Source: an optimization exercise on an open RTL-to-GDS flow (aim: small area). Production flows keep margins and buffers that such runs may drop.
Only simulation tests tie the RTL to the original design; equivalence was not proved.
Power figures rest on the tool's default switching activity, not on a simulated workload.

==> nickel <==
==> flow/design.v (excerpt) <==
module alu_datapath (
    input  wire        clk,
    input  wire        we,
    input  wire        mux_ctrl,
    input  wire [4:0]  rr1,
    input  wire [4:0]  rr2,
    input  wire [4:0]  wr,
    input  wire [31:0] write_data,
    input  wire [3:0]  op,
    input  wire [3:0]  shamount,
    input  wire        sign,
    output wire [31:0] result
);
Settings: LEC_CHECK=0, CAP_MARGIN=20, CELL_PAD_IN_SITES_DETAIL_PLACEMENT=1, CELL_PAD_IN_SITES_GLOBAL_PLACEMENT=1, CORE_MARGIN=2, CORE_UTILIZATION=40, SLEW_MARGIN=20; clock period 10.0 ns.
standard.sh (not shown) runs the stock make flow with config.mk's settings and CLKGATE_MAP_FILE= SYNTH_SCRIPT=/design/flow/synth_recipe.tcl, a recipe that flattens the netlist after the stock synthesis.
==> flow/flow/run.sh <==
#!/bin/bash
# Standard layout (the standard.sh) with these changes:
#  - the modules that flow/mapped.v defines (ReadPort, ShiftCore) are taken
#    from there, built directly from library cells, instead of from design.v;
#    flow/mapped.v is written by gen/gen_mapped.py and does what the RTL
#    modules of the same names do;
#  - ABC maps the rest of the logic with an area-oriented script
#    (flow/area.abc) instead of ORFS's speed script; the registers come from
#    the standard synthesis unchanged;
#  - every port still gets a buffer, but a sky130_fd_sc_hd__buf_1;
#  - clock tree sinks are clustered in larger groups, without dummy loads.
set -euo pipefail
W=$(pwd)
mods=$(sed -n 's/^module \([A-Za-z_][A-Za-z0-9_]*\).*/\1/p' "$W/flow/mapped.v" | paste -sd'|')
awk -v mods="^module ($mods)[ (]" '
  $0 ~ mods { skip = 1 }
  !skip { print }
  skip && /^endmodule/ { skip = 0 }
' "$W/design.v" > "$W/design_own.v"
cat "$W/flow/mapped.v" >> "$W/design_own.v"
cat > "$W/own_synth.tcl" <<EOT
proc own_abc_script {n1 n2 op} {
  global abc_args
  set i [lsearch -exact \$abc_args -script]
  if {\$i >= 0} { lset abc_args [expr {\$i + 1}] {$W/flow/area.abc} }
}
trace add variable ::abc_args write own_abc_script
source {$W/synth_recipe.tcl}
EOT
bash "$W/standard.sh" \
  "VERILOG_FILES=$W/design_own.v" \
  "SYNTH_SCRIPT=$W/own_synth.tcl" \
  "BUFFER_PORTS_ARGS=-buffer_cell sky130_fd_sc_hd__buf_1" \
  "CTS_ARGS=-sink_clustering_enable -repair_clock_nets -sink_clustering_size 16 -sink_clustering_max_diameter 60 -buf_list sky130_fd_sc_hd__clkbuf_8 -dont_use_dummy_load" \
  finish > "$W/flow.log" 2>&1
Other scripts of this flow, unchanged in this note and not shown: flow/flow/area.abc, flow/flow/mapped.v
==> cedar (differences from nickel) <==
--- a/flow/flow/run.sh
+++ b/flow/flow/run.sh
@@ -33,3 +33,3 @@
   "BUFFER_PORTS_ARGS=-buffer_cell sky130_fd_sc_hd__buf_1" \
-  "CTS_ARGS=-sink_clustering_enable -repair_clock_nets -sink_clustering_size 16 -sink_clustering_max_diameter 60 -buf_list sky130_fd_sc_hd__clkbuf_8 -dont_use_dummy_load" \
+  "CTS_ARGS=-sink_clustering_enable -repair_clock_nets -sink_clustering_size 18 -sink_clustering_max_diameter 70 -buf_list sky130_fd_sc_hd__clkbuf_8 -dont_use_dummy_load" \
   finish > "$W/flow.log" 2>&1
==> summary of the runs <==
Of nickel and cedar, nickel has the higher first-iteration DRC count (gap about 2.2%, measured against cedar).
Against cedar, the clock-buffer cell count of nickel is higher by 3.
Between cedar and nickel, the lower sequential share of layout area is in nickel (gap 0.13 points).
Critical path depth is the same in nickel and cedar.
Between nickel and cedar, the lower clock power is in cedar (gap 3.9%, measured against cedar).
Synthesized cell count is the same in cedar and nickel.
In cedar the final area is smaller than in nickel, by about 0.25%.
Between cedar and nickel, the lower fmax is in cedar (gap about 0.3%, measured against nickel).
Sequential power is about the same in cedar and nickel.
Global-route usage is about the same in cedar and nickel.
==> figures <==
quantity                                                         cedar          nickel
Signal buffers share of area                                     3.87%           3.86%
Global-route wire length before repair                       79,800 um       80,000 um
R2r worst-path depth                                                20              19
Switch share                                                     27.4%           27.1%
Power share of the clock group                                   25.6%           26.4%
Final core utilization                                           45.7%           45.8%
Final setup slack of the worst path                            1.10 ns         1.13 ns
Min Clock Period, post-route                                   8.90 ns         8.87 ns
Switching Power                                                 665 uW          665 uW
Outcome                                                 finished clean  finished clean
Total wirelength of the detailed-routed design               54,500 um       54,600 um
Worst slack on hold paths                                     0.508 ns        0.512 ns
FF-to-FF Start                                               RF.ra2[2]       RF.ra1[1]
Worst voltage drop across the vdd grid                          110 uV          108 uV
Clock group power                                               623 uW          647 uW
Final clock-cell share                                           2.19%           2.44%
DR vias                                                         12,197          12,258
Count of fill cells added during filler insertion                3,696           3,694
Proportion of layout cells with a drive suffix above 1           8.21%           8.44%
Final worst clock skew                                       0.0552 ns       0.0769 ns
Remaining max-slew budget at the tightest pin                    25.8%           23.9%

[port drivers added, routing unchanged]
No port has a modelled driver above. Below, the same layouts with a new extraction and two added sets of constraints. Step 1: set_driving_cell puts a clkbuf_16 on clk and a buf_2 on each other input, an assumption about the parent block. Step 2 adds t to the input delays and takes it off the output delays; t is the mean of the earliest and latest rising clock arrival at the registers after step 1. Input paths then give back, and output paths get back, about the clock's delay inside the block. Three values: ideal, step 1, step 2; two values: the first two.
run | t, ns | setup slack, ns | worst setup path at the end
nickel | 0.658 | 1.128 / 1.107 / 1.107 | input to output
cedar | 0.651 | 1.101 / 1.080 / 1.080 | input to output
After both steps setup and hold are still met in every run listed.
